Source: an optimization exercise on an open RTL-to-GDS flow (aim: small area and a short achievable clock period). Production flows keep margins and buffers that such runs may drop.
No run shown here included a check of the RTL's function; only the layout flow was run.

==> flow/design.v (outline; a module is shown in full before it is edited, if it fits) <==
// module addmuladd_3_stage_signed_18_bit_xor_reduction: 1262 lines
module addmuladd_3_stage_signed_18_bit_xor_reduction(
	input signed [17:0] a,
	input signed [17:0] b,
	input signed [17:0] c,
	input signed [17:0] d,
	output [17:0] out,
	input clk);
  // ...
==> flow/flow/run.sh <==
#!/bin/bash
# The standard layout (standard.sh), with these changes:
#  - after the standard synthesis, inverters around full-adder cells are removed by
#    flipping the polarity of full adders (invopt2.py); registers are not touched;
#  - ports are buffered with buf_1 cells (the resizer upsizes them where timing needs it);
#  - timing repair aims at a larger setup margin than the design's clock needs, so
#    the layout is optimised for the period it achieves.
set -euo pipefail
MARGIN=6.7
R=$PWD/orfs/results/sky130hd/addmuladd_3_stage_signed_18_bit_xor_reduction/base
bash standard.sh $R/1_2_yosys.v > synth.log 2>&1
cp $R/1_2_yosys.v $R/1_2_yosys_std.v
python3 flow/invopt2.py $R/1_2_yosys_std.v $R/1_2_yosys.v > invopt.log 2>&1
bash standard.sh SETUP_SLACK_MARGIN=$MARGIN "BUFFER_PORTS_ARGS=-buffer_cell sky130_fd_sc_hd__buf_1" finish > layout.log 2>&1
==> flow/flow/invopt2.py <==
#!/usr/bin/env python3
"""Global inverter minimisation around full adders in a flat Yosys netlist.

A full adder is self-dual: FA(~a, ~b, ~c) = (~sum, ~cout), so each sky130 fa cell may be
"flipped" (fed the complements of its inputs, giving the complements of its outputs)
without changing the function of the netlist. xor/xnor gates absorb an inverted input
by swapping xor <-> xnor, and an xor/xnor driver can give either polarity the same way.
This script removes every inverter, chooses the flips by local search to need as few
inverters as possible, and puts back one inverter per net that some load needs inverted.
Flip-flops and ports are not changed.
usage: invopt2.py IN.v OUT.v
"""
import re, sys, random

src = open(sys.argv[1]).read()
m_first = re.search(r'^\s*sky130_fd_sc_hd__\w+\s', src, re.M)
m_end = src.rfind('endmodule')
head = src[:m_first.start()]
cell_txt = src[m_first.start():m_end]
assert 'assign' not in cell_txt, 'assign statements are not handled'

cell_re = re.compile(r'(sky130_fd_sc_hd__\w+)\s+(\\\S+\s|\S+)\s*\((.*?)\);', re.S)
pin_re = re.compile(r'\.(\w+)\(\s*(\\\S+\s|[^()\s]+)\s*\)')
OUTPINS = {'X', 'Y', 'Q', 'Q_N', 'SUM', 'COUT', 'HI', 'LO'}

cells = {}
order = []
for m in cell_re.finditer(cell_txt):
    typ, name, body = m.group(1), m.group(2).strip(), m.group(3)
    cells[name] = [typ, {p: n.strip() for p, n in pin_re.findall(body)}]
    order.append(name)

ports_out = set()
for m in re.finditer(r'^\s*output\s+(\[(\d+):(\d+)\]\s*)?(\S+);', head, re.M):
    if m.group(1):
        hi, lo = int(m.group(2)), int(m.group(3))
        for i in range(min(hi, lo), max(hi, lo) + 1): ports_out.add(f"{m.group(4)}[{i}]")
    else:
        ports_out.add(m.group(4))

def kind(t):
    b = re.sub(r'^sky130_fd_sc_hd__', '', t)
    if re.match(r'(clk)?inv(lp)?_\d+$', b): return 'inv'
    if re.match(r'fa_\d+$', b): return 'fa'
    if re.match(r'x(n)?or[23]_\d+$', b): return 'xor'
    return 'other'

TOGGLE = {}
for k in ('2', '3'):
    for sz in ('1', '2', '4'):
        TOGGLE[f'sky130_fd_sc_hd__xor{k}_{sz}'] = f'sky130_fd_sc_hd__xnor{k}_{sz}'
        TOGGLE[f'sky130_fd_sc_hd__xnor{k}_{sz}'] = f'sky130_fd_sc_hd__xor{k}_{sz}'
def outpin(t): return 'Y' if re.match(r'sky130_fd_sc_hd__xnor2_', t) else 'X'

# inverters that drive ports stay as ordinary cells
invs = {n for n, (t, p) in cells.items() if kind(t) == 'inv' and p['Y'] not in ports_out}
for n, (t, p) in cells.items():
    if kind(t) == 'xor': assert t in TOGGLE, t
driver = {}
for n, (t, p) in cells.items():
    for pin, net in p.items():
        if pin in OUTPINS: driver[net] = (n, pin)

def resolve(net):
    par = 0
    while net in driver and driver[net][0] in invs:
        net = cells[driver[net][0]][1]['A']; par ^= 1
    return net, par

# sinks per root: (cell, pin, parity); ports as (None, net, parity)
sinks = {}
for n, (t, p) in cells.items():
    if n in invs: continue
    for pin, net in p.items():
        if pin in OUTPINS: continue
        r, q = resolve(net)
        sinks.setdefault(r, []).append((n, pin, q))
for net in ports_out:
    r, q = resolve(net)
    if r != net or net not in driver:
        sinks.setdefault(r, []).append((None, net, q))

fas = [n for n in order if kind(cells[n][0]) == 'fa']
pinned = set()
for f in fas:
    for pin in ('SUM', 'COUT'):
        if cells[f][1][pin] in ports_out: pinned.add(f)
phi = {f: 0 for f in fas}

def root_drv(r):
    d = driver.get(r)
    return d[0] if d else None

def root_cost(r):
    d = root_drv(r)
    pd = phi.get(d, 0) if d else 0
    s0 = s1 = False
    for (c, pin, q) in sinks.get(r, []):
        if c is not None and kind(cells[c][0]) == 'xor': continue
        need = q ^ (phi.get(c, 0) if c else 0) ^ pd
        if need: s1 = True
        else: s0 = True
    if d and kind(cells[d][0]) == 'xor' and r not in ports_out:
        return 1 if (s0 and s1) else 0
    return 1 if s1 else 0

roots = set(sinks)
fa_roots = {}
for f in fas:
    rs = set()
    t, p = cells[f]
    for pin, net in p.items():
        rs.add(resolve(net)[0] if pin not in OUTPINS else net)
    fa_roots[f] = [r for r in rs if r in roots]

def total():
    return sum(root_cost(r) for r in roots)

def delta(f):
    rs = fa_roots[f]
    b = sum(root_cost(r) for r in rs)
    phi[f] ^= 1
    a = sum(root_cost(r) for r in rs)
    phi[f] ^= 1
    return a - b

def descend():
    improved = True
    while improved:
        improved = False
        for f in fas:
            if f in pinned: continue
            if delta(f) < 0:
                phi[f] ^= 1; improved = True

before = len(invs)
descend()
best = dict(phi); best_cost = total()
rng = random.Random(1)
for it in range(60):
    phi.update(best)
    for f in rng.sample(fas, max(1, len(fas) // 10)):
        if f not in pinned: phi[f] ^= 1
    descend()
    c = total()
    if c < best_cost:
        best, best_cost = dict(phi), c
phi.update(best)

# rebuild
for n in invs: del cells[n]
new_wires = []
cnt = [0]
for r in sorted(roots):
    d = root_drv(r)
    pd = phi.get(d, 0) if d else 0
    need = []
    for (c, pin, q) in sinks[r]:
        nd = q ^ (phi.get(c, 0) if c else 0) ^ pd
        need.append((c, pin, nd))
    nonx = [x for x in need if x[0] is None or kind(cells[x[0]][0]) != 'xor']
    if d and kind(cells[d][0]) == 'xor' and r not in ports_out and nonx and all(x[2] for x in nonx):
        # give the inverted polarity at the driver
        t = cells[d][0]; o = outpin(t)
        cells[d][0] = TOGGLE[t]; del cells[d][1][o]; cells[d][1][outpin(cells[d][0])] = r
        need = [(c, pin, nd ^ 1) for (c, pin, nd) in need]
    rn = None
    for (c, pin, nd) in need:
        if c is not None and kind(cells[c][0]) == 'xor':
            cells[c][1][pin] = r
            if nd:
                t = cells[c][0]; o = outpin(t); on = cells[c][1].pop(o)
                cells[c][0] = TOGGLE[t]; cells[c][1][outpin(cells[c][0])] = on
            continue
        if c is None:
            # output port: its net must carry the value
            if nd == 0 and pin == r: continue
            cnt[0] += 1
            if nd:
                cells[f"_invopt_cell_{cnt[0]}_"] = ['sky130_fd_sc_hd__inv_1', {'A': r, 'Y': pin}]
            else:
                cells[f"_invopt_cell_{cnt[0]}_"] = ['sky130_fd_sc_hd__buf_1', {'A': r, 'X': pin}]
            order.append(f"_invopt_cell_{cnt[0]}_")
            continue
        if nd:
            if rn is None:
                cnt[0] += 1
                rn = f"_invopt_n{cnt[0]}_"
                new_wires.append(rn)
                cells[f"_invopt_cell_{cnt[0]}_"] = ['sky130_fd_sc_hd__inv_1', {'A': r, 'Y': rn}]
                order.append(f"_invopt_cell_{cnt[0]}_")
            cells[c][1][pin] = rn
        else:
            cells[c][1][pin] = r
after = sum(1 for t, p in cells.values() if kind(t) == 'inv')
sys.stderr.write(f"invopt2: inverters {before} -> {after} (flipped {sum(phi.values())} of {len(fas)} full adders)\n")

def fmt(n): return n + ' ' if n.startswith('\\') else n
out = [head.rstrip('\n') + '\n']
for w in new_wires: out.append(f"  wire {w};\n")
for name in order:
    if name not in cells: continue
    typ, pins = cells[name]
    pl = ",\n".join(f"    .{p}({fmt(n)})" for p, n in pins.items())
    out.append(f"  {typ} {fmt(name)} (\n{pl}\n  );\n")
out.append("endmodule\n")
open(sys.argv[2], 'w').write(''.join(out))
==> flow/standard.sh <==
#!/bin/bash
# synth_recipe.tcl (not shown) runs the flow's synth.tcl, then flattens the netlist and writes it again
# the make line also repeats each setting of config.mk as NAME=value (left out here)
make -C /OpenROAD-flow-scripts/flow DESIGN_CONFIG=/design/flow/config.mk WORK_HOME=/design/flow/orfs CLKGATE_MAP_FILE= SYNTH_SCRIPT=/design/flow/synth_recipe.tcl "${@:-finish}"
==> flow/config.mk <==
export PLATFORM = sky130hd
export DESIGN_NAME = addmuladd_3_stage_signed_18_bit_xor_reduction
export DESIGN_NICKNAME = addmuladd_3_stage_signed_18_bit_xor_reduction
export VERILOG_FILES = /design/flow/design.v
export SDC_FILE = /design/flow/constraint.sdc
export NUM_CORES = 4
export LEC_CHECK = 0
export ABC_AREA = 1
export CAP_MARGIN = 20
export CORE_MARGIN = 2
export CORE_UTILIZATION = 40
export CTS_BUF_LIST = sky130_fd_sc_hd__clkbuf_4 sky130_fd_sc_hd__clkbuf_8
export SLEW_MARGIN = 20
==> flow/constraint.sdc <==
create_clock -name core_clock -period 10.0 [get_ports {clk}]
set_input_delay 2.0000 -clock core_clock [delete_from_list [all_inputs] [get_ports {clk}]]
set_output_delay 2.0000 -clock core_clock [all_outputs]
set_load 0.01 [all_outputs]
==> results.json, run 1 <==
{
  "fin_setup_tns_ps": 0,
  "drtAntennaViolNets": 0,
  "grt-ovfl-total": 0,
  "fin_nets": 1698,
  "area_delta_synth_final_pct": 10.6,
  "routedWlPerCell_um": 17.6,
  "nFlopsAndLatches": 162,
  "postSynthCellCount": 1374,
  "finalCriticalPeriod_ps": 3540,
  "critPathMaxFanout": 2,
  "nClkBuffers": 17,
  "path_clk_slew_ps": 110,
  "diodes": 1,
  "worstSkewPairLatency_ps": 490,
  "max_stage_delay_ps": 360,
  "finalHoldViolCount": 0,
  "met2WireLength_um": 14900,
  "dp_hpwl_um": 22800,
  "die_x_um": 182,
  "rr_startpoint": "twon_r[6]",
  "grt_setup_unrepaired": "yes",
  "status": "timing/DRC/antenna clean",
  "cts_root_buffer": "clkbuf_8",
  "reg2regPathDepth": 7,
  "wl_um": 32000,
  "core_region_area_um2": 31400
}
==> inputs of run 2 (changes only) <==
--- a/flow/design.v
+++ b/flow/design.v
@@ -544,17 +544,17 @@
 	wire fs335;
 	wire fc336;
 	wire hs337;
 	wire hc338;
 	wire fs339;
 	wire fc340;
 	wire hs341;
 	wire hc342;
-	reg [91:0] q_r;
+	reg [75:0] q_r;
 	wire q0 = q_r[0];
 	wire q1 = q_r[1];
 	wire q2 = q_r[2];
 	wire q3 = q_r[3];
 	wire q4 = q_r[4];
 	wire q5 = q_r[5];
 	wire q6 = q_r[6];
 	wire q7 = q_r[7];
@@ -621,32 +621,16 @@
 	wire q68 = q_r[68];
 	wire q69 = q_r[69];
 	wire q70 = q_r[70];
 	wire q71 = q_r[71];
 	wire q72 = q_r[72];
 	wire q73 = q_r[73];
 	wire q74 = q_r[74];
 	wire q75 = q_r[75];
-	wire q76 = q_r[76];
-	wire q77 = q_r[77];
-	wire q78 = q_r[78];
-	wire q79 = q_r[79];
-	wire q80 = q_r[80];
-	wire q81 = q_r[81];
-	wire q82 = q_r[82];
-	wire q83 = q_r[83];
-	wire q84 = q_r[84];
-	wire q85 = q_r[85];
-	wire q86 = q_r[86];
-	wire q87 = q_r[87];
-	wire q88 = q_r[88];
-	wire q89 = q_r[89];
-	wire q90 = q_r[90];
-	wire q91 = q_r[91];
 	assign pp0_0 = ((~(onen_r[0] | sn_r[0])) ^ neg_r[0]);
 	assign pp0_1 = ((~((onen_r[0] | sn_r[1]) & (twon_r[0] | sn_r[0]))) ^ neg_r[0]);
 	assign pp0_2 = ((~((onen_r[0] | sn_r[2]) & (twon_r[0] | sn_r[1]))) ^ neg_r[0]);
 	assign pp0_3 = ((~((onen_r[0] | sn_r[3]) & (twon_r[0] | sn_r[2]))) ^ neg_r[0]);
 	assign pp0_4 = ((~((onen_r[0] | sn_r[4]) & (twon_r[0] | sn_r[3]))) ^ neg_r[0]);
 	assign pp0_5 = ((~((onen_r[0] | sn_r[5]) & (twon_r[0] | sn_r[4]))) ^ neg_r[0]);
 	assign pp0_6 = ((~((onen_r[0] | sn_r[6]) & (twon_r[0] | sn_r[5]))) ^ neg_r[0]);
 	assign pp0_7 = ((~((onen_r[0] | sn_r[7]) & (twon_r[0] | sn_r[6]))) ^ neg_r[0]);
@@ -861,292 +845,292 @@
 	assign fs41 = c_r[8] ^ neg_r[4] ^ pp0_8;
 	assign fc42 = (c_r[8] & neg_r[4]) | (c_r[8] & pp0_8) | (neg_r[4] & pp0_8);
 	assign fs43 = pp1_6 ^ pp2_4 ^ pp3_2;
 	assign fc44 = (pp1_6 & pp2_4) | (pp1_6 & pp3_2) | (pp2_4 & pp3_2);
 	assign fs45 = pp4_0 ^ fc34 ^ fs41;
 	assign fc46 = (pp4_0 & fc34) | (pp4_0 & fs41) | (fc34 & fs41);
 	assign fs47 = fs43 ^ fc36 ^ fs45;
 	assign fc48 = (fs43 & fc36) | (fs43 & fs45) | (fc36 & fs45);
-	assign hs49 = q16 ^ q17;
-	assign hc50 = q16 & q17;
+	assign hs49 = fc38 ^ hc40;
+	assign hc50 = fc38 & hc40;
 	assign fs51 = c_r[9] ^ pp0_9 ^ pp1_7;
 	assign fc52 = (c_r[9] & pp0_9) | (c_r[9] & pp1_7) | (pp0_9 & pp1_7);
 	assign fs53 = pp2_5 ^ pp3_3 ^ pp4_1;
 	assign fc54 = (pp2_5 & pp3_3) | (pp2_5 & pp4_1) | (pp3_3 & pp4_1);
 	assign fs55 = fc42 ^ fc44 ^ fs51;
 	assign fc56 = (fc42 & fc44) | (fc42 & fs51) | (fc44 & fs51);
 	assign fs57 = fs53 ^ fc46 ^ fs55;
 	assign fc58 = (fs53 & fc46) | (fs53 & fs55) | (fc46 & fs55);
-	assign hs59 = q19 ^ q20;
-	assign hc60 = q19 & q20;
+	assign hs59 = fc48 ^ fs57;
+	assign hc60 = fc48 & fs57;
 	assign fs61 = c_r[10] ^ neg_r[5] ^ pp0_10;
 	assign fc62 = (c_r[10] & neg_r[5]) | (c_r[10] & pp0_10) | (neg_r[5] & pp0_10);
 	assign fs63 = pp1_8 ^ pp2_6 ^ pp3_4;
 	assign fc64 = (pp1_8 & pp2_6) | (pp1_8 & pp3_4) | (pp2_6 & pp3_4);
 	assign fs65 = pp4_2 ^ pp5_0 ^ fc52;
 	assign fc66 = (pp4_2 & pp5_0) | (pp4_2 & fc52) | (pp5_0 & fc52);
 	assign fs67 = fc54 ^ fs61 ^ fs63;
 	assign fc68 = (fc54 & fs61) | (fc54 & fs63) | (fs61 & fs63);
 	assign fs69 = fc56 ^ fs65 ^ fs67;
 	assign fc70 = (fc56 & fs65) | (fc56 & fs67) | (fs65 & fs67);
-	assign hs71 = q21 ^ q22;
-	assign hc72 = q21 & q22;
+	assign hs71 = fc58 ^ fs69;
+	assign hc72 = fc58 & fs69;
 	assign fs73 = c_r[11] ^ pp0_11 ^ pp1_9;
 	assign fc74 = (c_r[11] & pp0_11) | (c_r[11] & pp1_9) | (pp0_11 & pp1_9);
 	assign fs75 = pp2_7 ^ pp3_5 ^ pp4_3;
 	assign fc76 = (pp2_7 & pp3_5) | (pp2_7 & pp4_3) | (pp3_5 & pp4_3);
 	assign fs77 = pp5_1 ^ fc62 ^ fc64;
 	assign fc78 = (pp5_1 & fc62) | (pp5_1 & fc64) | (fc62 & fc64);
 	assign fs79 = fs73 ^ fs75 ^ fc66;
 	assign fc80 = (fs73 & fs75) | (fs73 & fc66) | (fs75 & fc66);
-	assign fs81 = q23 ^ q24 ^ q25;
-	assign fc82 = (q23 & q24) | (q23 & q25) | (q24 & q25);
-	assign hs83 = q26 ^ hc72;
-	assign hc84 = q26 & hc72;
+	assign fs81 = fc68 ^ fs77 ^ fs79;
+	assign fc82 = (fc68 & fs77) | (fc68 & fs79) | (fs77 & fs79);
+	assign hs83 = fc70 ^ hc72;
+	assign hc84 = fc70 & hc72;
 	assign fs85 = c_r[12] ^ neg_r[6] ^ pp0_12;
 	assign fc86 = (c_r[12] & neg_r[6]) | (c_r[12] & pp0_12) | (neg_r[6] & pp0_12);
 	assign fs87 = pp1_10 ^ pp2_8 ^ pp3_6;
 	assign fc88 = (pp1_10 & pp2_8) | (pp1_10 & pp3_6) | (pp2_8 & pp3_6);
 	assign fs89 = pp4_4 ^ pp5_2 ^ pp6_0;
 	assign fc90 = (pp4_4 & pp5_2) | (pp4_4 & pp6_0) | (pp5_2 & pp6_0);
 	assign fs91 = fc74 ^ fc76 ^ fs85;
 	assign fc92 = (fc74 & fc76) | (fc74 & fs85) | (fc76 & fs85);
 	assign fs93 = fs87 ^ fs89 ^ fc78;
 	assign fc94 = (fs87 & fs89) | (fs87 & fc78) | (fs89 & fc78);
-	assign fs95 = q27 ^ q28 ^ q29;
-	assign fc96 = (q27 & q28) | (q27 & q29) | (q28 & q29);
-	assign hs97 = hc84 ^ fc82;
-	assign hc98 = hc84 & fc82;
+	assign fs95 = fs91 ^ fc80 ^ fs93;
+	assign fc96 = (fs91 & fc80) | (fs91 & fs93) | (fc80 & fs93);
+	assign hs97 = q24 ^ q25;
+	assign hc98 = q24 & q25;
 	assign fs99 = c_r[13] ^ pp0_13 ^ pp1_11;
 	assign fc100 = (c_r[13] & pp0_13) | (c_r[13] & pp1_11) | (pp0_13 & pp1_11);
 	assign fs101 = pp2_9 ^ pp3_7 ^ pp4_5;
 	assign fc102 = (pp2_9 & pp3_7) | (pp2_9 & pp4_5) | (pp3_7 & pp4_5);
 	assign fs103 = pp5_3 ^ pp6_1 ^ fc86;
 	assign fc104 = (pp5_3 & pp6_1) | (pp5_3 & fc86) | (pp6_1 & fc86);
 	assign fs105 = fc88 ^ fc90 ^ fs99;
 	assign fc106 = (fc88 & fc90) | (fc88 & fs99) | (fc90 & fs99);
 	assign fs107 = fs101 ^ fc92 ^ fs103;
 	assign fc108 = (fs101 & fc92) | (fs101 & fs103) | (fc92 & fs103);
-	assign fs109 = q30 ^ q31 ^ q32;
-	assign fc110 = (q30 & q31) | (q30 & q32) | (q31 & q32);
-	assign hs111 = fc96 ^ fs109;
-	assign hc112 = fc96 & fs109;
+	assign fs109 = fs105 ^ fc94 ^ fs107;
+	assign fc110 = (fs105 & fc94) | (fs105 & fs107) | (fc94 & fs107);
+	assign hs111 = q27 ^ q28;
+	assign hc112 = q27 & q28;
 	assign fs113 = c_r[14] ^ neg_r[7] ^ pp0_14;
 	assign fc114 = (c_r[14] & neg_r[7]) | (c_r[14] & pp0_14) | (neg_r[7] & pp0_14);
 	assign fs115 = pp1_12 ^ pp2_10 ^ pp3_8;
 	assign fc116 = (pp1_12 & pp2_10) | (pp1_12 & pp3_8) | (pp2_10 & pp3_8);
 	assign fs117 = pp4_6 ^ pp5_4 ^ pp6_2;
 	assign fc118 = (pp4_6 & pp5_4) | (pp4_6 & pp6_2) | (pp5_4 & pp6_2);
 	assign fs119 = pp7_0 ^ fc100 ^ fc102;
 	assign fc120 = (pp7_0 & fc100) | (pp7_0 & fc102) | (fc100 & fc102);
 	assign fs121 = fs113 ^ fs115 ^ fs117;
 	assign fc122 = (fs113 & fs115) | (fs113 & fs117) | (fs115 & fs117);
 	assign fs123 = fc104 ^ fc106 ^ fs119;
 	assign fc124 = (fc104 & fc106) | (fc104 & fs119) | (fc106 & fs119);
-	assign fs125 = q33 ^ q34 ^ q35;
-	assign fc126 = (q33 & q34) | (q33 & q35) | (q34 & q35);
-	assign hs127 = fc110 ^ fs125;
-	assign hc128 = fc110 & fs125;
+	assign fs125 = fs121 ^ fc108 ^ fs123;
+	assign fc126 = (fs121 & fc108) | (fs121 & fs123) | (fc108 & fs123);
+	assign hs127 = q29 ^ q30;
+	assign hc128 = q29 & q30;
 	assign fs129 = c_r[15] ^ pp0_15 ^ pp1_13;
 	assign fc130 = (c_r[15] & pp0_15) | (c_r[15] & pp1_13) | (pp0_15 & pp1_13);
 	assign fs131 = pp2_11 ^ pp3_9 ^ pp4_7;
 	assign fc132 = (pp2_11 & pp3_9) | (pp2_11 & pp4_7) | (pp3_9 & pp4_7);
 	assign fs133 = pp5_5 ^ pp6_3 ^ pp7_1;
 	assign fc134 = (pp5_5 & pp6_3) | (pp5_5 & pp7_1) | (pp6_3 & pp7_1);
 	assign fs135 = fc114 ^ fc116 ^ fc118;
 	assign fc136 = (fc114 & fc116) | (fc114 & fc118) | (fc116 & fc118);
 	assign fs137 = fs129 ^ fs131 ^ fs133;
 	assign fc138 = (fs129 & fs131) | (fs129 & fs133) | (fs131 & fs133);
 	assign fs139 = fc120 ^ fc122 ^ fs135;
 	assign fc140 = (fc120 & fc122) | (fc120 & fs135) | (fc122 & fs135);
-	assign fs141 = q36 ^ q37 ^ q38;
-	assign fc142 = (q36 & q37) | (q36 & q38) | (q37 & q38);
-	assign hs143 = fc126 ^ fs141;
-	assign hc144 = fc126 & fs141;
+	assign fs141 = fs137 ^ fc124 ^ fs139;
+	assign fc142 = (fs137 & fc124) | (fs137 & fs139) | (fc124 & fs139);
+	assign hs143 = q31 ^ q32;
+	assign hc144 = q31 & q32;
 	assign fs145 = c_r[16] ^ p8_r[0] ^ neg_r[8];
 	assign fc146 = (c_r[16] & p8_r[0]) | (c_r[16] & neg_r[8]) | (p8_r[0] & neg_r[8]);
 	assign fs147 = pp0_16 ^ pp1_14 ^ pp2_12;
 	assign fc148 = (pp0_16 & pp1_14) | (pp0_16 & pp2_12) | (pp1_14 & pp2_12);
 	assign fs149 = pp3_10 ^ pp4_8 ^ pp5_6;
 	assign fc150 = (pp3_10 & pp4_8) | (pp3_10 & pp5_6) | (pp4_8 & pp5_6);
 	assign fs151 = pp6_4 ^ pp7_2 ^ fs145;
 	assign fc152 = (pp6_4 & pp7_2) | (pp6_4 & fs145) | (pp7_2 & fs145);
 	assign fs153 = fc130 ^ fc132 ^ fc134;
 	assign fc154 = (fc130 & fc132) | (fc130 & fc134) | (fc132 & fc134);
 	assign fs155 = fs147 ^ fs149 ^ fs151;
 	assign fc156 = (fs147 & fs149) | (fs147 & fs151) | (fs149 & fs151);
 	assign fs157 = fc136 ^ fc138 ^ fs153;
 	assign fc158 = (fc136 & fc138) | (fc136 & fs153) | (fc138 & fs153);
-	assign fs159 = q39 ^ q40 ^ q41;
-	assign fc160 = (q39 & q40) | (q39 & q41) | (q40 & q41);
-	assign hs161 = fc142 ^ fs159;
-	assign hc162 = fc142 & fs159;
+	assign fs159 = fs155 ^ fc140 ^ fs157;
+	assign fc160 = (fs155 & fc140) | (fs155 & fs157) | (fc140 & fs157);
+	assign hs161 = q33 ^ q34;
+	assign hc162 = q33 & q34;
 	assign fs163 = ~(~c_r[17] ^ p8_r[1]);
 	assign fc164 = ~c_r[17] | p8_r[1];
 	assign fs165 = fs163 ^ fc146 ^ pp0_17;
 	assign fc166 = (fs163 & fc146) | (fs163 & pp0_17) | (fc146 & pp0_17);
 	assign fs167 = pp1_15 ^ pp2_13 ^ pp3_11;
 	assign fc168 = (pp1_15 & pp2_13) | (pp1_15 & pp3_11) | (pp2_13 & pp3_11);
 	assign fs169 = pp4_9 ^ pp5_7 ^ pp6_5;
 	assign fc170 = (pp4_9 & pp5_7) | (pp4_9 & pp6_5) | (pp5_7 & pp6_5);
 	assign fs171 = pp7_3 ^ fc148 ^ fc150;
 	assign fc172 = (pp7_3 & fc148) | (pp7_3 & fc150) | (fc148 & fc150);
 	assign fs173 = fc152 ^ fs165 ^ fs167;
 	assign fc174 = (fc152 & fs165) | (fc152 & fs167) | (fs165 & fs167);
 	assign fs175 = fs169 ^ fc154 ^ fs171;
 	assign fc176 = (fs169 & fc154) | (fs169 & fs171) | (fc154 & fs171);
-	assign fs177 = q42 ^ q43 ^ q44;
-	assign fc178 = (q42 & q43) | (q42 & q44) | (q43 & q44);
-	assign fs179 = q45 ^ fc160 ^ fs177;
-	assign fc180 = (q45 & fc160) | (q45 & fs177) | (fc160 & fs177);
+	assign fs177 = fc156 ^ fs173 ^ fc158;
+	assign fc178 = (fc156 & fs173) | (fc156 & fc158) | (fs173 & fc158);
+	assign fs179 = q35 ^ q36 ^ q37;
+	assign fc180 = (q35 & q36) | (q35 & q37) | (q36 & q37);
 	assign fs181 = ~(p8_r[2] ^ fc164);
 	assign fc182 = p8_r[2] | fc164;
 	assign fs183 = fs181 ^ pp0_18 ^ pp1_16;
 	assign fc184 = (fs181 & pp0_18) | (fs181 & pp1_16) | (pp0_18 & pp1_16);
 	assign fs185 = pp2_14 ^ pp3_12 ^ pp4_10;
 	assign fc186 = (pp2_14 & pp3_12) | (pp2_14 & pp4_10) | (pp3_12 & pp4_10);
 	assign fs187 = pp5_8 ^ pp6_6 ^ pp7_4;
 	assign fc188 = (pp5_8 & pp6_6) | (pp5_8 & pp7_4) | (pp6_6 & pp7_4);
 	assign fs189 = fc166 ^ fc168 ^ fc170;
 	assign fc190 = (fc166 & fc168) | (fc166 & fc170) | (fc168 & fc170);
 	assign fs191 = fs183 ^ fs185 ^ fs187;
 	assign fc192 = (fs183 & fs185) | (fs183 & fs187) | (fs185 & fs187);
 	assign fs193 = fc172 ^ fc174 ^ fs189;
 	assign fc194 = (fc172 & fc174) | (fc172 & fs189) | (fc174 & fs189);
-	assign fs195 = q46 ^ q47 ^ q48;
-	assign fc196 = (q46 & q47) | (q46 & q48) | (q47 & q48);
-	assign hs197 = fc178 ^ fs195;
-	assign hc198 = fc178 & fs195;
+	assign fs195 = fs191 ^ fc176 ^ fs193;
+	assign fc196 = (fs191 & fc176) | (fs191 & fs193) | (fc176 & fs193);
+	assign hs197 = q38 ^ q39;
+	assign hc198 = q38 & q39;
 	assign fs199 = p8_r[3] ^ fc182 ^ pp0_19;
 	assign fc200 = (p8_r[3] & fc182) | (p8_r[3] & pp0_19) | (fc182 & pp0_19);
 	assign fs201 = pp1_17 ^ pp2_15 ^ pp3_13;
 	assign fc202 = (pp1_17 & pp2_15) | (pp1_17 & pp3_13) | (pp2_15 & pp3_13);
 	assign fs203 = pp4_11 ^ pp5_9 ^ pp6_7;
 	assign fc204 = (pp4_11 & pp5_9) | (pp4_11 & pp6_7) | (pp5_9 & pp6_7);
 	assign fs205 = pp7_5 ^ fc184 ^ fc186;
 	assign fc206 = (pp7_5 & fc184) | (pp7_5 & fc186) | (fc184 & fc186);
 	assign fs207 = fc188 ^ fs199 ^ fs201;
 	assign fc208 = (fc188 & fs199) | (fc188 & fs201) | (fs199 & fs201);
 	assign fs209 = fs203 ^ fc190 ^ fc192;
 	assign fc210 = (fs203 & fc190) | (fs203 & fc192) | (fc190 & fc192);
-	assign fs211 = q49 ^ q50 ^ q51;
-	assign fc212 = (q49 & q50) | (q49 & q51) | (q50 & q51);
-	assign fs213 = q52 ^ fc196 ^ fs211;
-	assign fc214 = (q52 & fc196) | (q52 & fs211) | (fc196 & fs211);
+	assign fs211 = fs205 ^ fs207 ^ fc194;
+	assign fc212 = (fs205 & fs207) | (fs205 & fc194) | (fs207 & fc194);
+	assign fs213 = q40 ^ q41 ^ q42;
+	assign fc214 = (q40 & q41) | (q40 & q42) | (q41 & q42);
 	assign fs215 = ~(pp1_18 ^ pp2_16);
 	assign fc216 = pp1_18 | pp2_16;
 	assign fs217 = pp3_14 ^ pp4_12 ^ pp5_10;
 	assign fc218 = (pp3_14 & pp4_12) | (pp3_14 & pp5_10) | (pp4_12 & pp5_10);
 	assign fs219 = pp6_8 ^ pp7_6 ^ pp8_4;
 	assign fc220 = (pp6_8 & pp7_6) | (pp6_8 & pp8_4) | (pp7_6 & pp8_4);
 	assign fs221 = fs215 ^ fc200 ^ fc202;
 	assign fc222 = (fs215 & fc200) | (fs215 & fc202) | (fc200 & fc202);
 	assign fs223 = fc204 ^ fs217 ^ fs219;
 	assign fc224 = (fc204 & fs217) | (fc204 & fs219) | (fs217 & fs219);
 	assign fs225 = fc206 ^ fc208 ^ fs221;
 	assign fc226 = (fc206 & fc208) | (fc206 & fs221) | (fc208 & fs221);
-	assign fs227 = q53 ^ q54 ^ q55;
-	assign fc228 = (q53 & q54) | (q53 & q55) | (q54 & q55);
-	assign hs229 = fc212 ^ fs227;
-	assign hc230 = fc212 & fs227;
+	assign fs227 = fs223 ^ fc210 ^ fs225;
+	assign fc228 = (fs223 & fc210) | (fs223 & fs225) | (fc210 & fs225);
+	assign hs229 = q43 ^ q44;
+	assign hc230 = q43 & q44;
 	assign fs231 = pp1_19 ^ pp2_17 ^ pp3_15;
 	assign fc232 = (pp1_19 & pp2_17) | (pp1_19 & pp3_15) | (pp2_17 & pp3_15);
 	assign fs233 = pp4_13 ^ pp5_11 ^ pp6_9;
 	assign fc234 = (pp4_13 & pp5_11) | (pp4_13 & pp6_9) | (pp5_11 & pp6_9);
 	assign fs235 = pp7_7 ^ pp8_5 ^ fc216;
 	assign fc236 = (pp7_7 & pp8_5) | (pp7_7 & fc216) | (pp8_5 & fc216);
 	assign fs237 = fc218 ^ fc220 ^ fs231;
 	assign fc238 = (fc218 & fc220) | (fc218 & fs231) | (fc220 & fs231);
 	assign fs239 = fs233 ^ fs235 ^ fc222;
 	assign fc240 = (fs233 & fs235) | (fs233 & fc222) | (fs235 & fc222);
-	assign fs241 = q56 ^ q57 ^ q58;
-	assign fc242 = (q56 & q57) | (q56 & q58) | (q57 & q58);
-	assign fs243 = q59 ^ fc228 ^ fs241;
-	assign fc244 = (q59 & fc228) | (q59 & fs241) | (fc228 & fs241);
+	assign fs241 = fc224 ^ fs237 ^ fc226;
+	assign fc242 = (fc224 & fs237) | (fc224 & fc226) | (fs237 & fc226);
+	assign fs243 = q45 ^ q46 ^ q47;
+	assign fc244 = (q45 & q46) | (q45 & q47) | (q46 & q47);
 	assign fs245 = ~(pp2_18 ^ pp3_16);
 	assign fc246 = pp2_18 | pp3_16;
 	assign fs247 = pp4_14 ^ pp5_12 ^ pp6_10;
 	assign fc248 = (pp4_14 & pp5_12) | (pp4_14 & pp6_10) | (pp5_12 & pp6_10);
 	assign fs249 = pp7_8 ^ pp8_6 ^ fs245;
 	assign fc250 = (pp7_8 & pp8_6) | (pp7_8 & fs245) | (pp8_6 & fs245);
 	assign fs251 = fc232 ^ fc234 ^ fs247;
 	assign fc252 = (fc232 & fc234) | (fc232 & fs247) | (fc234 & fs247);
 	assign fs253 = fc236 ^ fs249 ^ fc238;
 	assign fc254 = (fc236 & fs249) | (fc236 & fc238) | (fs249 & fc238);
-	assign fs255 = q60 ^ q61 ^ q62;
-	assign fc256 = (q60 & q61) | (q60 & q62) | (q61 & q62);
-	assign hs257 = fc242 ^ fs255;
-	assign hc258 = fc242 & fs255;
+	assign fs255 = fs251 ^ fc240 ^ fs253;
+	assign fc256 = (fs251 & fc240) | (fs251 & fs253) | (fc240 & fs253);
+	assign hs257 = q48 ^ q49;
+	assign hc258 = q48 & q49;
 	assign fs259 = pp2_19 ^ pp3_17 ^ pp4_15;
 	assign fc260 = (pp2_19 & pp3_17) | (pp2_19 & pp4_15) | (pp3_17 & pp4_15);
 	assign fs261 = pp5_13 ^ pp6_11 ^ pp7_9;
 	assign fc262 = (pp5_13 & pp6_11) | (pp5_13 & pp7_9) | (pp6_11 & pp7_9);
 	assign fs263 = pp8_7 ^ fc246 ^ fc248;
 	assign fc264 = (pp8_7 & fc246) | (pp8_7 & fc248) | (fc246 & fc248);
 	assign fs265 = fs259 ^ fs261 ^ fc250;
 	assign fc266 = (fs259 & fs261) | (fs259 & fc250) | (fs261 & fc250);
-	assign fs267 = q63 ^ q64 ^ q65;
-	assign fc268 = (q63 & q64) | (q63 & q65) | (q64 & q65);
-	assign fs269 = q66 ^ fc256 ^ fs267;
-	assign fc270 = (q66 & fc256) | (q66 & fs267) | (fc256 & fs267);
+	assign fs267 = fc252 ^ fs263 ^ fs265;
+	assign fc268 = (fc252 & fs263) | (fc252 & fs265) | (fs263 & fs265);
+	assign fs269 = q50 ^ q51 ^ q52;
+	assign fc270 = (q50 & q51) | (q50 & q52) | (q51 & q52);
 	assign fs271 = ~(pp3_18 ^ pp4_16);
 	assign fc272 = pp3_18 | pp4_16;
 	assign fs273 = pp5_14 ^ pp6_12 ^ pp7_10;
 	assign fc274 = (pp5_14 & pp6_12) | (pp5_14 & pp7_10) | (pp6_12 & pp7_10);
 	assign fs275 = pp8_8 ^ fs271 ^ fc260;
 	assign fc276 = (pp8_8 & fs271) | (pp8_8 & fc260) | (fs271 & fc260);
 	assign fs277 = fc262 ^ fs273 ^ fc264;
 	assign fc278 = (fc262 & fs273) | (fc262 & fc264) | (fs273 & fc264);
-	assign fs279 = q67 ^ q68 ^ q69;
-	assign fc280 = (q67 & q68) | (q67 & q69) | (q68 & q69);
-	assign hs281 = fc268 ^ fs279;
-	assign hc282 = fc268 & fs279;
+	assign fs279 = fs275 ^ fc266 ^ fs277;
+	assign fc280 = (fs275 & fc266) | (fs275 & fs277) | (fc266 & fs277);
+	assign hs281 = q53 ^ q54;
+	assign hc282 = q53 & q54;
 	assign fs283 = pp3_19 ^ pp4_17 ^ pp5_15;
 	assign fc284 = (pp3_19 & pp4_17) | (pp3_19 & pp5_15) | (pp4_17 & pp5_15);
 	assign fs285 = pp6_13 ^ pp7_11 ^ pp8_9;
 	assign fc286 = (pp6_13 & pp7_11) | (pp6_13 & pp8_9) | (pp7_11 & pp8_9);
 	assign fs287 = fc272 ^ fc274 ^ fs283;
 	assign fc288 = (fc272 & fc274) | (fc272 & fs283) | (fc274 & fs283);
 	assign fs289 = fs285 ^ fc276 ^ fs287;
 	assign fc290 = (fs285 & fc276) | (fs285 & fs287) | (fc276 & fs287);
-	assign fs291 = q70 ^ q71 ^ fc280;
-	assign fc292 = (q70 & q71) | (q70 & fc280) | (q71 & fc280);
+	assign fs291 = q55 ^ q56 ^ q57;
+	assign fc292 = (q55 & q56) | (q55 & q57) | (q56 & q57);
 	assign fs293 = ~(pp4_18 ^ pp5_16);
 	assign fc294 = pp4_18 | pp5_16;
 	assign fs295 = pp6_14 ^ pp7_12 ^ pp8_10;
 	assign fc296 = (pp6_14 & pp7_12) | (pp6_14 & pp8_10) | (pp7_12 & pp8_10);
 	assign fs297 = fs293 ^ fc284 ^ fc286;
 	assign fc298 = (fs293 & fc284) | (fs293 & fc286) | (fc284 & fc286);
 	assign fs299 = fs295 ^ fc288 ^ fs297;
 	assign fc300 = (fs295 & fc288) | (fs295 & fs297) | (fc288 & fs297);
-	assign hs301 = q72 ^ q73;
-	assign hc302 = q72 & q73;
+	assign hs301 = fc290 ^ fs299;
+	assign hc302 = fc290 & fs299;
 	assign fs303 = pp4_19 ^ pp5_17 ^ pp6_15;
 	assign fc304 = (pp4_19 & pp5_17) | (pp4_19 & pp6_15) | (pp5_17 & pp6_15);
 	assign fs305 = pp7_13 ^ pp8_11 ^ fc294;
 	assign fc306 = (pp7_13 & pp8_11) | (pp7_13 & fc294) | (pp8_11 & fc294);
 	assign fs307 = fc296 ^ fs303 ^ fs305;
 	assign fc308 = (fc296 & fs303) | (fc296 & fs305) | (fs303 & fs305);
-	assign fs309 = q74 ^ q75 ^ q76;
-	assign fc310 = (q74 & q75) | (q74 & q76) | (q75 & q76);
+	assign fs309 = fc298 ^ fs307 ^ fc300;
+	assign fc310 = (fc298 & fs307) | (fc298 & fc300) | (fs307 & fc300);
 	assign fs311 = ~(pp5_18 ^ pp6_16);
 	assign fc312 = pp5_18 | pp6_16;
 	assign fs313 = pp7_14 ^ pp8_12 ^ fs311;
 	assign fc314 = (pp7_14 & pp8_12) | (pp7_14 & fs311) | (pp8_12 & fs311);
 	assign fs315 = fc304 ^ fc306 ^ fs313;
 	assign fc316 = (fc304 & fc306) | (fc304 & fs313) | (fc306 & fs313);
 	assign hs317 = fc308 ^ fs315;
 	assign hc318 = fc308 & fs315;
 	assign fs319 = pp5_19 ^ pp6_17 ^ pp7_15;
 	assign fc320 = (pp5_19 & pp6_17) | (pp5_19 & pp7_15) | (pp6_17 & pp7_15);
 	assign fs321 = pp8_13 ^ fc312 ^ fs319;
 	assign fc322 = (pp8_13 & fc312) | (pp8_13 & fs319) | (fc312 & fs319);
-	assign fs323 = q78 ^ q79 ^ q80;
-	assign fc324 = (q78 & q79) | (q78 & q80) | (q79 & q80);
+	assign fs323 = fc314 ^ fs321 ^ fc316;
+	assign fc324 = (fc314 & fs321) | (fc314 & fc316) | (fs321 & fc316);
 	assign fs325 = ~(pp6_18 ^ pp7_16);
 	assign fc326 = pp6_18 | pp7_16;
 	assign fs327 = pp8_14 ^ fs325 ^ fc320;
 	assign fc328 = (pp8_14 & fs325) | (pp8_14 & fc320) | (fs325 & fc320);
 	assign hs329 = fc322 ^ fs327;
 	assign hc330 = fc322 & fs327;
 	assign fs331 = pp6_19 ^ pp7_17 ^ pp8_15;
 	assign fc332 = (pp6_19 & pp7_17) | (pp6_19 & pp8_15) | (pp7_17 & pp8_15);
@@ -1156,107 +1140,162 @@
 	assign fc336 = pp7_18 | pp8_16;
 	assign hs337 = fs335 ^ fc332;
 	assign hc338 = fs335 & fc332;
 	assign fs339 = pp7_19 ^ pp8_17 ^ fc336;
 	assign fc340 = (pp7_19 & pp8_17) | (pp7_19 & fc336) | (pp8_17 & fc336);
 	assign hs341 = pp8_18 ^ fc340;
 	assign hc342 = pp8_18 & fc340;
 	always @(posedge clk) begin
-		q_r <= {hc342, pp8_19, hs341, fs339, hc338, hs337, fc334, fs333, hc330, hs329, hc318, fc316, fs321, fc314, hs317, fc300, fs307, fc298, fs299, fc290, fs289, fc278, fs277, fc266, fs275, fc254, fs265, fs263, fc252, fs253, fc240, fs251, fs239, fc226, fs237, fc224, fs225, fc210, fs223, fs209, fc194, fs207, fs205, fs193, fc176, fs191, fs175, fc158, fs173, fc156, fs157, fc140, fs155, fs139, fc124, fs137, fs123, fc108, fs121, fs107, fc94, fs105, fs93, fc80, fs91, fc70, fs79, fs77, fc68, fs69, fc58, fs57, fc48, fs47, hc40, fc38, hs39, fs37, hs31, fs29, hs23, fs21, hs17, fs15, hs11, fs9, hs7, fs5, hs3, pp0_1, hs1, pp0_0};
+		q_r <= {hc342, pp8_19, hs341, fs339, hc338, hs337, fc334, fs333, hc330, hs329, fc324, fs323, hc318, hs317, fc310, fs309, hc302, hs301, fc280, fs289, fc278, fs279, fc268, fc256, fs267, fc254, fs255, fc242, fs241, fc228, fs239, fs227, fc212, fs211, fc196, fs209, fs195, fc178, fs177, fc160, fs175, fs159, fc142, fs141, fc126, fs125, fc110, fs109, fc96, hc84, fs95, fc82, hs83, fs81, hs71, hc60, hs59, hc50, hs49, fs47, hs39, fs37, hs31, fs29, hs23, fs21, hs17, fs15, hs11, fs9, hs7, fs5, hs3, pp0_1, hs1, pp0_0};
 	end
-	wire [35:0] x = {q90, 1'b1, q87, q85, q83, fc324, q81, fc310, hc302, fc292, hc282, fc270, hc258, fc244, hc230, fc214, hc198, fc180, hc162, hc144, hc128, hc112, hc98, fs95, fs81, hc60, hc50, q18, q14, q12, q10, q8, q6, q4, q2, q0};
-	wire [35:0] y = {q91, q89, q88, q86, q84, q82, fs323, q77, fs309, hs301, fs291, hs281, fs269, hs257, fs243, hs229, fs213, hs197, fs179, hs161, hs143, hs127, hs111, hs97, hs83, hs71, hs59, hs49, q15, q13, q11, q9, q7, q5, q3, q1};
-	wire [35:0] qg = x & y, qp = x ^ y;
-	wire qG0_0 = qg[0], qP0_0 = qp[0];
-	wire qG0_1 = qg[1] | (qp[1] & qG0_0), qP0_1 = qp[1] & qP0_0;
-	wire qG0_2 = qg[2] | (qp[2] & qG0_1), qP0_2 = qp[2] & qP0_1;
-	wire qG0_3 = qg[3] | (qp[3] & qG0_2), qP0_3 = qp[3] & qP0_2;
-	wire qh0_0 = qG0_0 ^ qG0_1 ^ qG0_2 ^ qG0_3;
-	wire qhd_0 = qP0_0 ^ qP0_1 ^ qP0_2 ^ qP0_3;
-	wire qG1_0 = qg[4], qP1_0 = qp[4];
-	wire qG1_1 = qg[5] | (qp[5] & qG1_0), qP1_1 = qp[5] & qP1_0;
-	wire qG1_2 = qg[6] | (qp[6] & qG1_1), qP1_2 = qp[6] & qP1_1;
-	wire qG1_3 = qg[7] | (qp[7] & qG1_2), qP1_3 = qp[7] & qP1_2;
-	wire qh0_1 = qG1_0 ^ qG1_1 ^ qG1_2 ^ qG1_3;
-	wire qhd_1 = qP1_0 ^ qP1_1 ^ qP1_2 ^ qP1_3;
-	wire qG2_0 = qg[8], qP2_0 = qp[8];
-	wire qG2_1 = qg[9] | (qp[9] & qG2_0), qP2_1 = qp[9] & qP2_0;
-	wire qG2_2 = qg[10] | (qp[10] & qG2_1), qP2_2 = qp[10] & qP2_1;
-	wire qG2_3 = qg[11] | (qp[11] & qG2_2), qP2_3 = qp[11] & qP2_2;
-	wire qh0_2 = qG2_0 ^ qG2_1 ^ qG2_2 ^ qG2_3;
-	wire qhd_2 = qP2_0 ^ qP2_1 ^ qP2_2 ^ qP2_3;
-	wire qG3_0 = qg[12], qP3_0 = qp[12];
-	wire qG3_1 = qg[13] | (qp[13] & qG3_0), qP3_1 = qp[13] & qP3_0;
-	wire qG3_2 = qg[14] | (qp[14] & qG3_1), qP3_2 = qp[14] & qP3_1;
-	wire qG3_3 = qg[15] | (qp[15] & qG3_2), qP3_3 = qp[15] & qP3_2;
-	wire qh0_3 = qG3_0 ^ qG3_1 ^ qG3_2 ^ qG3_3;
-	wire qhd_3 = qP3_0 ^ qP3_1 ^ qP3_2 ^ qP3_3;
-	wire qG4_0 = qg[16], qP4_0 = qp[16];
-	wire qG4_1 = qg[17] | (qp[17] & qG4_0), qP4_1 = qp[17] & qP4_0;
-	wire qG4_2 = qg[18] | (qp[18] & qG4_1), qP4_2 = qp[18] & qP4_1;
-	wire qG4_3 = qg[19] | (qp[19] & qG4_2), qP4_3 = qp[19] & qP4_2;
-	wire qh0_4 = qG4_0 ^ qG4_1 ^ qG4_2 ^ qG4_3;
-	wire qhd_4 = qP4_0 ^ qP4_1 ^ qP4_2 ^ qP4_3;
-	wire qG5_0 = qg[20], qP5_0 = qp[20];
-	wire qG5_1 = qg[21] | (qp[21] & qG5_0), qP5_1 = qp[21] & qP5_0;
-	wire qG5_2 = qg[22] | (qp[22] & qG5_1), qP5_2 = qp[22] & qP5_1;
-	wire qG5_3 = qg[23] | (qp[23] & qG5_2), qP5_3 = qp[23] & qP5_2;
-	wire qh0_5 = qG5_0 ^ qG5_1 ^ qG5_2 ^ qG5_3;
-	wire qhd_5 = qP5_0 ^ qP5_1 ^ qP5_2 ^ qP5_3;
-	wire qG6_0 = qg[24], qP6_0 = qp[24];
-	wire qG6_1 = qg[25] | (qp[25] & qG6_0), qP6_1 = qp[25] & qP6_0;
-	wire qG6_2 = qg[26] | (qp[26] & qG6_1), qP6_2 = qp[26] & qP6_1;
-	wire qG6_3 = qg[27] | (qp[27] & qG6_2), qP6_3 = qp[27] & qP6_2;
-	wire qh0_6 = qG6_0 ^ qG6_1 ^ qG6_2 ^ qG6_3;
-	wire qhd_6 = qP6_0 ^ qP6_1 ^ qP6_2 ^ qP6_3;
-	wire qG7_0 = qg[28], qP7_0 = qp[28];
-	wire qG7_1 = qg[29] | (qp[29] & qG7_0), qP7_1 = qp[29] & qP7_0;
-	wire qG7_2 = qg[30] | (qp[30] & qG7_1), qP7_2 = qp[30] & qP7_1;
-	wire qG7_3 = qg[31] | (qp[31] & qG7_2), qP7_3 = qp[31] & qP7_2;
-	wire qh0_7 = qG7_0 ^ qG7_1 ^ qG7_2 ^ qG7_3;
-	wire qhd_7 = qP7_0 ^ qP7_1 ^ qP7_2 ^ qP7_3;
-	wire qG8_0 = qg[32], qP8_0 = qp[32];
-	wire qG8_1 = qg[33] | (qp[33] & qG8_0), qP8_1 = qp[33] & qP8_0;
-	wire qG8_2 = qg[34] | (qp[34] & qG8_1), qP8_2 = qp[34] & qP8_1;
-	wire qh0_8 = qG8_0 ^ qG8_1 ^ qG8_2;
-	wire qhd_8 = qP8_0 ^ qP8_1 ^ qP8_2;
-	wire qk1 = qG1_3 | (qP1_3 & qG0_3);
-	wire qk2 = qG2_3 | (qP2_3 & qG1_3);
-	wire qkp2 = qP2_3 & qP1_3;
-	wire qk3 = qG3_3 | (qP3_3 & qG2_3);
-	wire qkp3 = qP3_3 & qP2_3;
-	wire qk4 = qG4_3 | (qP4_3 & qG3_3);
-	wire qkp4 = qP4_3 & qP3_3;
-	wire qk5 = qG5_3 | (qP5_3 & qG4_3);
-	wire qkp5 = qP5_3 & qP4_3;
-	wire qk6 = qG6_3 | (qP6_3 & qG5_3);
-	wire qkp6 = qP6_3 & qP5_3;
-	wire qk7 = qG7_3 | (qP7_3 & qG6_3);
-	wire qkp7 = qP7_3 & qP6_3;
-	wire qk8 = qG8_2 | (qP8_2 & qG7_3);
-	wire qkp8 = qP8_2 & qP7_3;
-	wire qk9 = qk2 | (qkp2 & qG0_3);
-	wire qk10 = qk3 | (qkp3 & qk1);
-	wire qk11 = qk4 | (qkp4 & qk2);
-	wire qkp11 = qkp4 & qkp2;
-	wire qk12 = qk5 | (qkp5 & qk3);
-	wire qkp12 = qkp5 & qkp3;
-	wire qk13 = qk6 | (qkp6 & qk4);
-	wire qkp13 = qkp6 & qkp4;
-	wire qk14 = qk7 | (qkp7 & qk5);
-	wire qkp14 = qkp7 & qkp5;
-	wire qk15 = qk8 | (qkp8 & qk6);
-	wire qkp15 = qkp8 & qkp6;
-	wire qk16 = qk11 | (qkp11 & qG0_3);
-	wire qk17 = qk12 | (qkp12 & qk1);
-	wire qk18 = qk13 | (qkp13 & qk9);
-	wire qk19 = qk14 | (qkp14 & qk10);
-	wire qk20 = qk15 | (qkp15 & qk11);
-	wire qkp20 = qkp15 & qkp11;
-	wire qk21 = qk20 | (qkp20 & qG0_3);
+	wire [35:0] x = {q74, 1'b1, q71, q69, q67, q65, q63, q61, q59, fc292, hc282, fc270, hc258, fc244, hc230, fc214, hc198, fc180, hc162, hc144, hc128, hc112, hc98, q26, q22, q20, q18, q16, q14, q12, q10, q8, q6, q4, q2, q0};
+	wire [35:0] y = {q75, q73, q72, q70, q68, q66, q64, q62, q60, q58, fs291, hs281, fs269, hs257, fs243, hs229, fs213, hs197, fs179, hs161, hs143, hs127, hs111, hs97, q23, q21, q19, q17, q15, q13, q11, q9, q7, q5, q3, q1};
+	wire [35:0] fg0 = x & y, fp0 = x ^ y;
+	wire cg1 = fg0[1] | (fp0[1] & fg0[0]);
+	wire cg2 = fg0[3] | (fp0[3] & fg0[2]);
+	wire cp2 = fp0[3] & fp0[2];
+	wire cg3 = fg0[5] | (fp0[5] & fg0[4]);
+	wire cp3 = fp0[5] & fp0[4];
+	wire cg4 = fg0[7] | (fp0[7] & fg0[6]);
+	wire cp4 = fp0[7] & fp0[6];
+	wire cg5 = fg0[9] | (fp0[9] & fg0[8]);
+	wire cp5 = fp0[9] & fp0[8];
+	wire cg6 = fg0[11] | (fp0[11] & fg0[10]);
+	wire cp6 = fp0[11] & fp0[10];
+	wire cg7 = fg0[13] | (fp0[13] & fg0[12]);
+	wire cp7 = fp0[13] & fp0[12];
+	wire cg8 = fg0[15] | (fp0[15] & fg0[14]);
+	wire cp8 = fp0[15] & fp0[14];
+	wire cg9 = fg0[17] | (fp0[17] & fg0[16]);
+	wire cp9 = fp0[17] & fp0[16];
+	wire cg10 = fg0[19] | (fp0[19] & fg0[18]);
+	wire cp10 = fp0[19] & fp0[18];
+	wire cg11 = fg0[21] | (fp0[21] & fg0[20]);
+	wire cp11 = fp0[21] & fp0[20];
+	wire cg12 = fg0[23] | (fp0[23] & fg0[22]);
+	wire cp12 = fp0[23] & fp0[22];
+	wire cg13 = fg0[25] | (fp0[25] & fg0[24]);
+	wire cp13 = fp0[25] & fp0[24];
+	wire cg14 = fg0[27] | (fp0[27] & fg0[26]);
+	wire cp14 = fp0[27] & fp0[26];
+	wire cg15 = fg0[29] | (fp0[29] & fg0[28]);
+	wire cp15 = fp0[29] & fp0[28];
+	wire cg16 = fg0[31] | (fp0[31] & fg0[30]);
+	wire cp16 = fp0[31] & fp0[30];
+	wire cg17 = fg0[33] | (fp0[33] & fg0[32]);
+	wire cp17 = fp0[33] & fp0[32];
+	wire cg18 = fg0[35] | (fp0[35] & fg0[34]);
+	wire cp18 = fp0[35] & fp0[34];
+	wire cg19 = fg0[2] | (fp0[2] & cg1);
+	wire cg20 = cg2 | (cp2 & cg1);
+	wire cg21 = fg0[6] | (fp0[6] & cg3);
+	wire cp21 = fp0[6] & cp3;
+	wire cg22 = cg4 | (cp4 & cg3);
+	wire cp22 = cp4 & cp3;
+	wire cg23 = fg0[10] | (fp0[10] & cg5);
+	wire cp23 = fp0[10] & cp5;
+	wire cg24 = cg6 | (cp6 & cg5);
+	wire cp24 = cp6 & cp5;
+	wire cg25 = fg0[14] | (fp0[14] & cg7);
+	wire cp25 = fp0[14] & cp7;
+	wire cg26 = cg8 | (cp8 & cg7);
+	wire cp26 = cp8 & cp7;
+	wire cg27 = fg0[18] | (fp0[18] & cg9);
+	wire cp27 = fp0[18] & cp9;
+	wire cg28 = cg10 | (cp10 & cg9);
+	wire cp28 = cp10 & cp9;
+	wire cg29 = fg0[22] | (fp0[22] & cg11);
+	wire cp29 = fp0[22] & cp11;
+	wire cg30 = cg12 | (cp12 & cg11);
+	wire cp30 = cp12 & cp11;
+	wire cg31 = fg0[26] | (fp0[26] & cg13);
+	wire cp31 = fp0[26] & cp13;
+	wire cg32 = cg14 | (cp14 & cg13);
+	wire cp32 = cp14 & cp13;
+	wire cg33 = fg0[30] | (fp0[30] & cg15);
+	wire cp33 = fp0[30] & cp15;
+	wire cg34 = cg16 | (cp16 & cg15);
+	wire cp34 = cp16 & cp15;
+	wire cg35 = fg0[34] | (fp0[34] & cg17);
+	wire cp35 = fp0[34] & cp17;
+	wire cg36 = cg18 | (cp18 & cg17);
+	wire cp36 = cp18 & cp17;
+	wire cg37 = fg0[4] | (fp0[4] & cg20);
+	wire cg38 = cg3 | (cp3 & cg20);
+	wire cg39 = cg21 | (cp21 & cg20);
+	wire cg40 = cg22 | (cp22 & cg20);
+	wire cg41 = fg0[12] | (fp0[12] & cg24);
+	wire cp41 = fp0[12] & cp24;
+	wire cg42 = cg7 | (cp7 & cg24);
+	wire cp42 = cp7 & cp24;
+	wire cg43 = cg25 | (cp25 & cg24);
+	wire cp43 = cp25 & cp24;
+	wire cg44 = cg26 | (cp26 & cg24);
+	wire cp44 = cp26 & cp24;
+	wire cg45 = fg0[20] | (fp0[20] & cg28);
+	wire cp45 = fp0[20] & cp28;
+	wire cg46 = cg11 | (cp11 & cg28);
+	wire cp46 = cp11 & cp28;
+	wire cg47 = cg29 | (cp29 & cg28);
+	wire cp47 = cp29 & cp28;
+	wire cg48 = cg30 | (cp30 & cg28);
+	wire cp48 = cp30 & cp28;
+	wire cg49 = fg0[28] | (fp0[28] & cg32);
+	wire cp49 = fp0[28] & cp32;
+	wire cg50 = cg15 | (cp15 & cg32);
+	wire cp50 = cp15 & cp32;
+	wire cg51 = cg33 | (cp33 & cg32);
+	wire cp51 = cp33 & cp32;
+	wire cg52 = cg34 | (cp34 & cg32);
+	wire cp52 = cp34 & cp32;
+	wire cg53 = fg0[8] | (fp0[8] & cg40);
+	wire cg54 = cg5 | (cp5 & cg40);
+	wire cg55 = cg23 | (cp23 & cg40);
+	wire cg56 = cg24 | (cp24 & cg40);
+	wire cg57 = cg41 | (cp41 & cg40);
+	wire cg58 = cg42 | (cp42 & cg40);
+	wire cg59 = cg43 | (cp43 & cg40);
+	wire cg60 = cg44 | (cp44 & cg40);
+	wire cg61 = fg0[24] | (fp0[24] & cg48);
+	wire cp61 = fp0[24] & cp48;
+	wire cg62 = cg13 | (cp13 & cg48);
+	wire cp62 = cp13 & cp48;
+	wire cg63 = cg31 | (cp31 & cg48);
+	wire cp63 = cp31 & cp48;
+	wire cg64 = cg32 | (cp32 & cg48);
+	wire cp64 = cp32 & cp48;
+	wire cg65 = cg49 | (cp49 & cg48);
+	wire cp65 = cp49 & cp48;
+	wire cg66 = cg50 | (cp50 & cg48);
+	wire cp66 = cp50 & cp48;
+	wire cg67 = cg51 | (cp51 & cg48);
+	wire cp67 = cp51 & cp48;
+	wire cg68 = cg52 | (cp52 & cg48);
+	wire cp68 = cp52 & cp48;
+	wire cg69 = fg0[16] | (fp0[16] & cg60);
+	wire cg70 = cg9 | (cp9 & cg60);
+	wire cg71 = cg27 | (cp27 & cg60);
+	wire cg72 = cg28 | (cp28 & cg60);
+	wire cg73 = cg45 | (cp45 & cg60);
+	wire cg74 = cg46 | (cp46 & cg60);
+	wire cg75 = cg47 | (cp47 & cg60);
+	wire cg76 = cg48 | (cp48 & cg60);
+	wire cg77 = cg61 | (cp61 & cg60);
+	wire cg78 = cg62 | (cp62 & cg60);
+	wire cg79 = cg63 | (cp63 & cg60);
+	wire cg80 = cg64 | (cp64 & cg60);
+	wire cg81 = cg65 | (cp65 & cg60);
+	wire cg82 = cg66 | (cp66 & cg60);
+	wire cg83 = cg67 | (cp67 & cg60);
+	wire cg84 = cg68 | (cp68 & cg60);
+	wire cg85 = fg0[32] | (fp0[32] & cg84);
+	wire cg86 = cg17 | (cp17 & cg84);
+	wire cg87 = cg35 | (cp35 & cg84);
+	wire cg88 = cg36 | (cp36 & cg84);
+	wire [35:0] r = {fp0[35] ^ cg87, fp0[34] ^ cg86, fp0[33] ^ cg85, fp0[32] ^ cg84, fp0[31] ^ cg83, fp0[30] ^ cg82, fp0[29] ^ cg81, fp0[28] ^ cg80, fp0[27] ^ cg79, fp0[26] ^ cg78, fp0[25] ^ cg77, fp0[24] ^ cg76, fp0[23] ^ cg75, fp0[22] ^ cg74, fp0[21] ^ cg73, fp0[20] ^ cg72, fp0[19] ^ cg71, fp0[18] ^ cg70, fp0[17] ^ cg69, fp0[16] ^ cg60, fp0[15] ^ cg59, fp0[14] ^ cg58, fp0[13] ^ cg57, fp0[12] ^ cg56, fp0[11] ^ cg55, fp0[10] ^ cg54, fp0[9] ^ cg53, fp0[8] ^ cg40, fp0[7] ^ cg39, fp0[6] ^ cg38, fp0[5] ^ cg37, fp0[4] ^ cg20, fp0[3] ^ cg19, fp0[2] ^ cg1, fp0[1] ^ fg0[0], fp0[0]};
 	reg [1:0] par_r;
 	always @(posedge clk) begin
-		par_r[0] <= (qG0_3 & qhd_1) ^ (qk9 & qhd_3) ^ (qk16 & qhd_5) ^ (qk18 & qhd_7) ^ qp[0] ^ qp[1] ^ qp[2] ^ qp[3] ^ qp[4] ^ qp[5] ^ qp[6] ^ qp[7] ^ qp[8] ^ qp[9] ^ qp[10] ^ qp[11] ^ qp[12] ^ qp[13] ^ qp[14] ^ qp[15] ^ qp[16] ^ qp[17] ^ qp[18] ^ qp[19] ^ qp[20] ^ qp[21] ^ qp[22];
-		par_r[1] <= (qk1 & qhd_2) ^ (qk10 & qhd_4) ^ (qk17 & qhd_6) ^ (qk19 & qhd_8) ^ qp[23] ^ qp[24] ^ qp[25] ^ qp[26] ^ qp[27] ^ qp[28] ^ qp[29] ^ qp[30] ^ qp[31] ^ qp[32] ^ qp[33] ^ qp[34] ^ qp[35] ^ qh0_0 ^ qh0_1 ^ qh0_2 ^ qh0_3 ^ qh0_4 ^ qh0_5 ^ qh0_6 ^ qh0_7 ^ qh0_8;
+		par_r[0] <= ^r[17:0];
+		par_r[1] <= ^r[35:18];
 	end
 	assign out = {17'd0, ^par_r};
 endmodule
==> run 2 against run 1 <==
Still clean on timing, DRC and antenna; register-to-register slack worse by 480 ps; maximum frequency fell by 2.9%; hold slack improved by 1.4 ps; critical path type is now reg2reg; critical endpoint is now par_r[1].
==> results.json, run 2 <==
{
  "status": "timing/DRC/antenna clean",
  "path_cells": "fa_1 > ha_4 > nand2_4 > inv_4 > nand2_4 > nor3_4 > nand2_1 > o21ai_2 > fa_1 > xnor2_1 > xor2_1 > buf_4 > nand2_4 > nand2_4 > xor2_2 > nand3_1 > nand2_1 > nand3_1 > nand3_1 > nand2_1",
  "max_stage_delay_ps": 520,
  "htreeDepth": 4,
  "cp-start-kind": "flip-flop",
  "multi_input_area_um2": 9340,
  "critPathRequiredTime_ps": 10360,
  "holdCritStartpoint": "c_r[0]",
  "drive_gt1_share_pct": 16.8,
  "cts.path.max_buffers": 2,
  "worst_hold_slack_ps": 470,
  "gp_congestion": 0.844,
  "min_path_type": "reg2reg",
  "grt.met3_usage_pct": 4.35,
  "crit_arrival_ps": 4000,
  "drtAntennaViolNets": 0,
  "finalCriticalPeriod_ps": 3640,
  "reg_top3": "q_r x76, sn_r x19, c_r x18",
  "portBuffers": 73,
  "crit_top_cell": "nand2_4",
  "clock.fmax_ghz": 0.274,
  "path_buf_inv": 2,
  "worst_slew_pin_slew_ps": 536,
  "io_pins": 91,
  "crit_type": "reg2reg",
  "critical-path-top-delay-family": "adder cells",
  "diodes": 0,
  "finalCritPeriodShare_pct": 36.4,
  "slew_headroom_pct": 64.2,
  "syn_area_per_cell_um2": 9.27,
  "reg2regPathDepth": 20,
  "rr_startpoint": "q_r[55]",
  "path_clk_slew_ps": 120,
  "cts_sinks": 146,
  "worstSkewPairLatency_ps": 470,
  "die_x_um": 181,
  "antenna_found_initial": 0,
  "regMostFlops": "q_r",
  "fin_setup_tns_ps": 0,
  "core_region_area_um2": 30700,
  "max_cap_violations": 0,
  "fin_nets": 1705,
  "grt.total_usage_pct": 19.9,
  "gr-usage-met2_pct": 31.2,
  "start_util_pct": 40.8,
  "final_max_slew_viol_count": 0,
  "grt_max_degree": 22,
  "setup_violations": 0,
  "dieArea_um2": 32800,
  "grt_pass1_wl_um": 52200,
  "drc": 0,
  "r2r_slack_ps": 6360,
  "wl_um": 31500,
  "gr-usage-met1_pct": 27.4,
  "holdPathStages": 1,
  "grt_setup_unrepaired": "yes",
  "largest_reg_flops": 76,
  "drtIter0Drc": 803,
  "top_usage_layer": "met2",
  "layout_common_cells": "o22ai_1 (162), xor2_1 (157), fa_1 (141), nand2_1 (124), dfxtp_1 (101)",
  "seq_area_um2": 2990,
  "cts_buffers": 17,
  "drt_pass1_iterations": 5,
  "postSynthCellCount": 1355,
  "min_to": "q_r[1]",
  "cts_tree": "built",
  "fin_util_pct": 46.7,
  "yosysWarnings": 1,
  "grt-ovfl-total": 0,
  "cp-end-kind": "flip-flop",
  "critPathMaxFanout": 5,
  "dp_hpwl_um": 22400,
  "avgViaCountPerCell": 5.32,
  "fillers": 2890,
  "area_delta_synth_final_pct": 14.2,
  "finalHoldViolCount": 0,
  "grt_pass1_vias": 10000,
  "finClkSkew_ps": 30.6,
  "cts_root_buffer": "clkbuf_8",
  "vias": 9639,
  "layout_commonest_cell": "o22ai_1",
  "crit_slowest_cell": "fa_1",
  "synthesis.area_um2": 12600,
  "routedWlPerCell_um": 17.4,
  "dieHeight_um": 181,
  "num_rows": 64,
  "r2r_end": "par_r[1]"
}
[run 2: what timing repair did]
| action | in CTS | in global routing |
|---|---|---|
| setup buffers | 23 | 19 |
| hold buffers | 0 | 0 |
| pin swaps | 27 | 25 |
| setup endpoints to repair | 45 | 29 |
| gates cloned | 0 | 0 |
| gates resized for setup | 89 | 41 |
[run 2: layout make-up]
type                            count  area share (%)
Multi-Input combinational cell   1015            65.1
Sequential cell                   146            20.9
Timing Repair Buffer              120            4.76
Tap cell                          396            3.45
Inverter                          103            2.87
Clock buffer                       17            1.63
Clock inverter                     15            1.29
[run 2: worst max path at each step]
stage            start        to  slack (ps)  cells past startpoint
6_report       q_r[55]  par_r[1]        6360                     20
5_1_grt        q_r[55]  par_r[1]        6110                     20
2_1_floorplan     a[0]  sn_r[18]        6370                     11
4_1_cts        q_r[40]  par_r[1]        6300                     21
3_5_place_dp      a[0]  sn_r[18]        6020                     12
3_3_place_gp      a[0]  sn_r[18]        6030                     12
[run 2: per-stage QoR]
stage	setup WS (ps)	area [um^2]	cells
after global placement	6030	13100	1738
after detailed placement	6020	13100	1738
after CTS	6300	14000	1793
final	6360	14300	1812
after global routing	6110	14300	1812
after floorplan	6370	12800	1371
[run 2: layer usage]
metal	vias up	wire length, um
met5	-	0
met4	0	530
met3	40	2540
met2	409	14300
met1	4658	14100
li1	4532	-
[run 2: worst register-to-register path: stages (launching register included)]
cell     delay, ps
dfxtp_2        330
fa_1           520
ha_4           320
nand2_4         60
inv_4           60
nand2_4         70
nor3_4         210
nand2_1         90
o21ai_2        200
fa_1           450
xnor2_1        180
xor2_1         260
buf_4          170
nand2_4         50
nand2_4         70
xor2_2         170
nand3_1         90
nand2_1         80
nand3_1         70
nand3_1         80
nand2_1         50

[afterwards: timing with drivers on the ports]
The results above use ideal ports. As a check the final layouts listed here were re-extracted and re-timed, cells and wires unchanged.
Step 1: set_driving_cell puts a clkbuf_16 on clk and a buf_2 on each other input, an assumption about the parent block.
Step 2 adds t to the input delays and takes it off the output delays; t is the mean of the earliest and latest rising clock arrival at the registers after step 1. Input paths then give back, and output paths get back, about the clock's delay inside the block.
Slacks: ideal ports / drivers / drivers and shift; pairs: ideal ports / drivers.
run	t (ns)	setup slack, ns	worst data-port slew with drivers (ns)
run 1	0.522	6.461 / 6.474 / 5.952	0.07
run 2	0.500	6.357 / 6.357 / 6.178	0.05
After both steps every run listed still meets setup and hold. The setup slack of run 1, which loses most, moves by +0.013 ns with the drivers and by -0.509 ns with both steps.
